What follows belongs to an exercise in optimizing a design on an open flow for small area; a production flow would make more cautious choices.
Only simulation tests tie the RTL to the original design; equivalence was not proved.
The flow treats the clock pin as an ideal source, which a real chip does not have.
Power is estimated from default activity; no workload was simulated.

## core
module core#(
    parameter ADR_MSB = 15,
    parameter DAT_MSB = 15
)(
    input       wire            clk,
    input       wire            rst,
    input       wire            m_wait,
    input       wire[7:0]       m_idata,
    output      wire[7:0]       m_odata,
    output      wire[ADR_MSB:0] m_addr,
    output      wire            m_cs,
    output      wire            m_we
);
reg [15:0] dr;       
reg [15:0] ac;       
reg [15:0] ix;       
reg [15:0] lr;       
reg [15:0] pc;       
reg [5:0]  ir;       
reg        cf;       
reg st_m, st_a, st_b;
wire s_fetch  = st_b & ~st_m;
wire s_decode = st_a & ~st_b & ~st_m;
wire s_post   = st_m & ~st_b;
wire s_mem    = st_m & st_b;
wire s_hi     = st_a;
wire t        = st_a;                
wire is_ldi  = ~ir[4] & ~ir[3];      
wire is_st   = ir[4];                
wire w       = ir[2];
wire op_ld   = ~ir[5] & ~ir[4];      
wire op_alu  = ir[5] & ~ir[4] & ~ir[3];
wire op_mvx  = ir[5] & ~ir[4] &  ir[3];
wire op_jmp  = ir[5] &  ir[4] & ~ir[3];
wire op_jpc  = ir[5] &  ir[4] &  ir[3];
wire mem_op  = ~ir[5];
wire sel_pc  = ~st_m | is_ldi;
assign m_cs   = st_b;
assign m_we   = st_m & is_st;
  ...
For scale: ~90 flip-flops, ~37 I/O pins, ~3900 µm² of cells after synthesis.
clock: 5.0 ns
lec_check: 0
abc_area: 1
cap_margin: 0
core_margin: 2
core_utilization: 75
setup_slack_margin: 0.1
slew_margin: 0
standard.sh (not shown) runs the stock make flow with config.mk's settings and CLKGATE_MAP_FILE= SYNTH_SCRIPT=/design/flow/synth_recipe.tcl, a recipe that flattens the netlist after the stock synthesis.
==> flow/flow/run.sh <==
#!/bin/bash
# Own layout flow: the standard ORFS flow (standard.sh), with
#  - an area-oriented ABC script for the combinational logic (the registers
#    are mapped exactly as in the standard synthesis; abc does not touch them),
#  - minimum-size buffers on the ports,
#  - a one-level clock tree: the clock port drives a few clock buffers, each
#    driving the clock pins of one group of nearby registers (own_cts.tcl,
#    run just before TritonCTS, which then leaves the clock net alone),
#  - no large buffers for the resizer's repairs (the platform's dont-use
#    list plus buf_4 and up).
set -euo pipefail
DONT_USE="sky130_fd_sc_hd__probe_p_8 sky130_fd_sc_hd__probec_p_8 sky130_fd_sc_hd__lpflow_bleeder_1 sky130_fd_sc_hd__lpflow_clkbufkapwr_1 sky130_fd_sc_hd__lpflow_clkbufkapwr_16 sky130_fd_sc_hd__lpflow_clkbufkapwr_2 sky130_fd_sc_hd__lpflow_clkbufkapwr_4 sky130_fd_sc_hd__lpflow_clkbufkapwr_8 sky130_fd_sc_hd__lpflow_clkinvkapwr_1 sky130_fd_sc_hd__lpflow_clkinvkapwr_16 sky130_fd_sc_hd__lpflow_clkinvkapwr_2 sky130_fd_sc_hd__lpflow_clkinvkapwr_4 sky130_fd_sc_hd__lpflow_clkinvkapwr_8 sky130_fd_sc_hd__lpflow_decapkapwr_12 sky130_fd_sc_hd__lpflow_decapkapwr_3 sky130_fd_sc_hd__lpflow_decapkapwr_4 sky130_fd_sc_hd__lpflow_decapkapwr_6 sky130_fd_sc_hd__lpflow_decapkapwr_8 sky130_fd_sc_hd__lpflow_inputiso0n_1 sky130_fd_sc_hd__lpflow_inputiso0p_1 sky130_fd_sc_hd__lpflow_inputiso1n_1 sky130_fd_sc_hd__lpflow_inputiso1p_1 sky130_fd_sc_hd__lpflow_inputisolatch_1 sky130_fd_sc_hd__lpflow_isobufsrc_1 sky130_fd_sc_hd__lpflow_isobufsrc_16 sky130_fd_sc_hd__lpflow_isobufsrc_2 sky130_fd_sc_hd__lpflow_isobufsrc_4 sky130_fd_sc_hd__lpflow_isobufsrc_8 sky130_fd_sc_hd__lpflow_isobufsrckapwr_16 sky130_fd_sc_hd__lpflow_lsbuf_lh_hl_isowell_tap_1 sky130_fd_sc_hd__lpflow_lsbuf_lh_hl_isowell_tap_2 sky130_fd_sc_hd__lpflow_lsbuf_lh_hl_isowell_tap_4 sky130_fd_sc_hd__lpflow_lsbuf_lh_isowell_4 sky130_fd_sc_hd__lpflow_lsbuf_lh_isowell_tap_1 sky130_fd_sc_hd__lpflow_lsbuf_lh_isowell_tap_2 sky130_fd_sc_hd__lpflow_lsbuf_lh_isowell_tap_4 sky130_fd_sc_hd__buf_4 sky130_fd_sc_hd__buf_6 sky130_fd_sc_hd__buf_8 sky130_fd_sc_hd__buf_12 sky130_fd_sc_hd__buf_16 sky130_fd_sc_hd__bufinv_16 sky130_fd_sc_hd__bufbuf_16 sky130_fd_sc_hd__bufbuf_8"
HERE=$(pwd)
cat > "$HERE/flow/own_synth.tcl" <<EOT
proc abc {args} {
  set i [lsearch \$args -script]
  set args [lreplace \$args [expr {\$i+1}] [expr {\$i+1}] $HERE/flow/area.abc]
  yosys abc {*}\$args
}
source $HERE/synth_recipe.tcl
EOT
export OWN_NCLK=4
export OWN_CLKBUF=sky130_fd_sc_hd__buf_12
bash standard.sh SYNTH_SCRIPT="$HERE/flow/own_synth.tcl" \
  BUFFER_PORTS_ARGS="-buffer_cell sky130_fd_sc_hd__buf_1" \
  DONT_USE_CELLS="$DONT_USE" \
  PRE_CTS_TCL="$HERE/flow/own_cts.tcl" \
  CTS_ARGS="-sink_clustering_enable -repair_clock_nets -buf_list $OWN_CLKBUF -dont_use_dummy_load" \
  finish > "$HERE/flow_make.log" 2>&1
==> flow/flow/own_cts.tcl <==
# Clock tree: the clock port drives NCLK clock buffers, each driving the
# clock pins of one group of registers (grouped by placement with a k-means
# whose groups hold at most ceil(registers / NCLK) registers each).
set nclk [expr {[info exists ::env(OWN_NCLK)] ? $::env(OWN_NCLK) : 3}]
set bufcell [expr {[info exists ::env(OWN_CLKBUF)] ? $::env(OWN_CLKBUF) : "sky130_fd_sc_hd__clkbuf_16"}]
set block [ord::get_db_block]
set net [$block findNet clk]
set sinks {}
foreach it [$net getITerms] {
  set inst [$it getInst]
  set bb [$inst getBBox]
  set x [expr {([$bb xMin] + [$bb xMax]) / 2.0}]
  set y [expr {([$bb yMin] + [$bb yMax]) / 2.0}]
  lappend sinks [list [$inst getName] [[$it getMTerm] getName] $x $y]
}
# k-means, seeded along x
set sorted [lsort -real -index 2 $sinks]
set n [llength $sorted]
set cent {}
for {set k 0} {$k < $nclk} {incr k} {
  set s [lindex $sorted [expr {int(($k + 0.5) * $n / $nclk)}]]
  lappend cent [list [lindex $s 2] [lindex $s 3]]
}
# balanced k-means: each group takes at most ceil(n / nclk) sinks
set cap [expr {($n + $nclk - 1) / $nclk}]
for {set iter 0} {$iter < 30} {incr iter} {
  set pairs {}
  set si 0
  foreach s $sinks {
    for {set k 0} {$k < $nclk} {incr k} {
      set c [lindex $cent $k]
      lappend pairs [list [expr {abs([lindex $s 2] - [lindex $c 0]) + abs([lindex $s 3] - [lindex $c 1])}] $si $k]
    }
    incr si
  }
  set pairs [lsort -real -index 0 $pairs]
  set done {}
  set groups {}
  set cnt {}
  for {set k 0} {$k < $nclk} {incr k} { lappend groups {}; lappend cnt 0 }
  foreach p $pairs {
    set si [lindex $p 1]; set k [lindex $p 2]
    if {[dict exists $done $si]} continue
    if {[lindex $cnt $k] >= $cap} continue
    dict set done $si 1
    lset cnt $k [expr {[lindex $cnt $k] + 1}]
    lset groups $k [concat [lindex $groups $k] [list [lindex $sinks $si]]]
  }
  set cent {}
  foreach g $groups {
    set sx 0; set sy 0
    foreach s $g { set sx [expr {$sx + [lindex $s 2]}]; set sy [expr {$sy + [lindex $s 3]}] }
    set m [llength $g]
    if {$m == 0} { set m 1 }
    lappend cent [list [expr {$sx / $m}] [expr {$sy / $m}]]
  }
}
set dbu [$block getDbUnitsPerMicron]
for {set k 0} {$k < $nclk} {incr k} {
  set g [lindex $groups $k]
  if {[llength $g] == 0} continue
  set pins {}
  foreach s $g { lappend pins [get_pins "[lindex $s 0]/[lindex $s 1]"] }
  set c [lindex $cent $k]
  set lx [expr {[lindex $c 0] / $dbu}]
  set ly [expr {[lindex $c 1] / $dbu}]
  puts "clock group $k: [llength $g] sinks, buffer at $lx $ly"
  insert_buffer -buffer_cell $bufcell -net clk -load_pins $pins -location [list $lx $ly] -buffer_name clkbuf_g$k -net_name clknet_g$k
}
==> flow/flow/own_synth.tcl <==
proc abc {args} {
  set i [lsearch $args -script]
  set args [lreplace $args [expr {$i+1}] [expr {$i+1}] /design/flow/flow/area.abc]
  yosys abc {*}$args
}
source /design/flow/synth_recipe.tcl
Other scripts of this flow, unchanged in this note and not shown: flow/flow/area.abc
The baseline completed without violations.
Next try:
--- a/flow/flow/own_cts.tcl
+++ b/flow/flow/own_cts.tcl
@@ -1,5 +1,4 @@
 # Clock tree: the clock port drives NCLK clock buffers, each driving the
-# clock pins of one group of registers (grouped by placement with a k-means
-# whose groups hold at most ceil(registers / NCLK) registers each).
+# clock pins of one group of registers (grouped by placement, k-means).
 set nclk [expr {[info exists ::env(OWN_NCLK)] ? $::env(OWN_NCLK) : 3}]
 set bufcell [expr {[info exists ::env(OWN_CLKBUF)] ? $::env(OWN_CLKBUF) : "sky130_fd_sc_hd__clkbuf_16"}]
@@ -22,28 +21,15 @@
   lappend cent [list [lindex $s 2] [lindex $s 3]]
 }
-# balanced k-means: each group takes at most ceil(n / nclk) sinks
-set cap [expr {($n + $nclk - 1) / $nclk}]
-for {set iter 0} {$iter < 30} {incr iter} {
-  set pairs {}
-  set si 0
+for {set iter 0} {$iter < 50} {incr iter} {
+  set groups {}
+  for {set k 0} {$k < $nclk} {incr k} { lappend groups {} }
   foreach s $sinks {
+    set best 0; set bd 1e30
     for {set k 0} {$k < $nclk} {incr k} {
       set c [lindex $cent $k]
-      lappend pairs [list [expr {abs([lindex $s 2] - [lindex $c 0]) + abs([lindex $s 3] - [lindex $c 1])}] $si $k]
+      set d [expr {abs([lindex $s 2] - [lindex $c 0]) + abs([lindex $s 3] - [lindex $c 1])}]
+      if {$d < $bd} { set bd $d; set best $k }
     }
-    incr si
-  }
-  set pairs [lsort -real -index 0 $pairs]
-  set done {}
-  set groups {}
-  set cnt {}
-  for {set k 0} {$k < $nclk} {incr k} { lappend groups {}; lappend cnt 0 }
-  foreach p $pairs {
-    set si [lindex $p 1]; set k [lindex $p 2]
-    if {[dict exists $done $si]} continue
-    if {[lindex $cnt $k] >= $cap} continue
-    dict set done $si 1
-    lset cnt $k [expr {[lindex $cnt $k] + 1}]
-    lset groups $k [concat [lindex $groups $k] [list [lindex $sinks $si]]]
+    lset groups $best [concat [lindex $groups $best] [list $s]]
   }
   set cent {}
- CAP_MARGIN: 0 -> 20
- CORE_UTILIZATION: 75 -> 70
- SLEW_MARGIN: 0 -> 20
removed: flow/flow/own_synth.tcl
Effect:
- worst setup slack is better by 0.071 ns
- fmax rises by 1.5%
- final cell count rises by 1.3%
- global-route usage falls by 2.6 points
- power is about the same
- cell area rises by 0.52%
- critical path depth does not change
- die area rises by 6.8%
- clock skew rises by 0.0063 ns
Next try:
==> flow/flow/own_synth.tcl (new file) <==
proc abc {args} {
  set i [lsearch $args -script]
  set args [lreplace $args [expr {$i+1}] [expr {$i+1}] /design/flow/flow/area.abc]
  yosys abc {*}$args
}
source /design/flow/synth_recipe.tcl
- CORE_UTILIZATION: 70 -> 75
After rerunning: Core utilization rose by 5.9 points. Cell count is lower slightly. Final area went down slightly. Total power stays flat. Sequential power rose slightly. Fmax went down by a few percent. Die area goes down by a few percent. Via count rises slightly. Sequential share of layout area went up by 0.19 points. Routed wire length goes up by a few percent.
Next try:
--- a/flow/flow/run.sh
+++ b/flow/flow/run.sh
@@ -21,9 +21,9 @@
 EOT
 export OWN_NCLK=4
-export OWN_CLKBUF=sky130_fd_sc_hd__buf_12
+export OWN_CLKBUF=sky130_fd_sc_hd__clkbuf_8
 bash standard.sh SYNTH_SCRIPT="$HERE/flow/own_synth.tcl" \
   BUFFER_PORTS_ARGS="-buffer_cell sky130_fd_sc_hd__buf_1" \
   DONT_USE_CELLS="$DONT_USE" \
   PRE_CTS_TCL="$HERE/flow/own_cts.tcl" \
-  CTS_ARGS="-sink_clustering_enable -repair_clock_nets -buf_list $OWN_CLKBUF -dont_use_dummy_load" \
+  CTS_ARGS="-sink_clustering_enable -repair_clock_nets -buf_list sky130_fd_sc_hd__clkbuf_16 -dont_use_dummy_load" \
   finish > "$HERE/flow_make.log" 2>&1
- CORE_UTILIZATION: 75 -> 70
What happened: Total power increases by 40%; hold slack hardly moves; cell area increases by 8.9%; first-iteration DRC count increases by 76%; final cell count increases by 4.7%.

==> static timing again, ports no longer ideal <==
No port has a modelled driver above. Below, the same layouts with a new extraction and two added sets of constraints.
Step 1 sets driving cells, clkbuf_16 on the clock port and buf_2 on the other inputs (assumed; they add their load-dependent delay and slew).
Step 2 times the ports against the registers' clock, not the clock port: input delays grow and output delays shrink by t, the midpoint of the rising clock arrivals with the driver on.
Three values: no drivers, after step 1, after step 2; two values: the first two.
run	t (ns)	setup WS [ns]	hold slack, ns	worst setup path at the end	clock arrival spread, ns
the first run	0.206	0.362 / 0.363 / 0.363	0.472 / 0.472 / 0.472	register to register	0.013 / 0.012
the second run	0.210	0.433 / 0.433 / 0.433	0.469 / 0.469 / 0.469	register to register	0.018 / 0.018
the third run	0.207	0.299 / 0.299 / 0.299	0.463 / 0.463 / 0.463	register to register	0.047 / 0.048
the fourth run	0.656	0.370 / 0.364 / 0.370	0.460 / 0.460 / 0.460	register to register	0.012 / 0.012
After both steps every run listed still meets setup and hold.
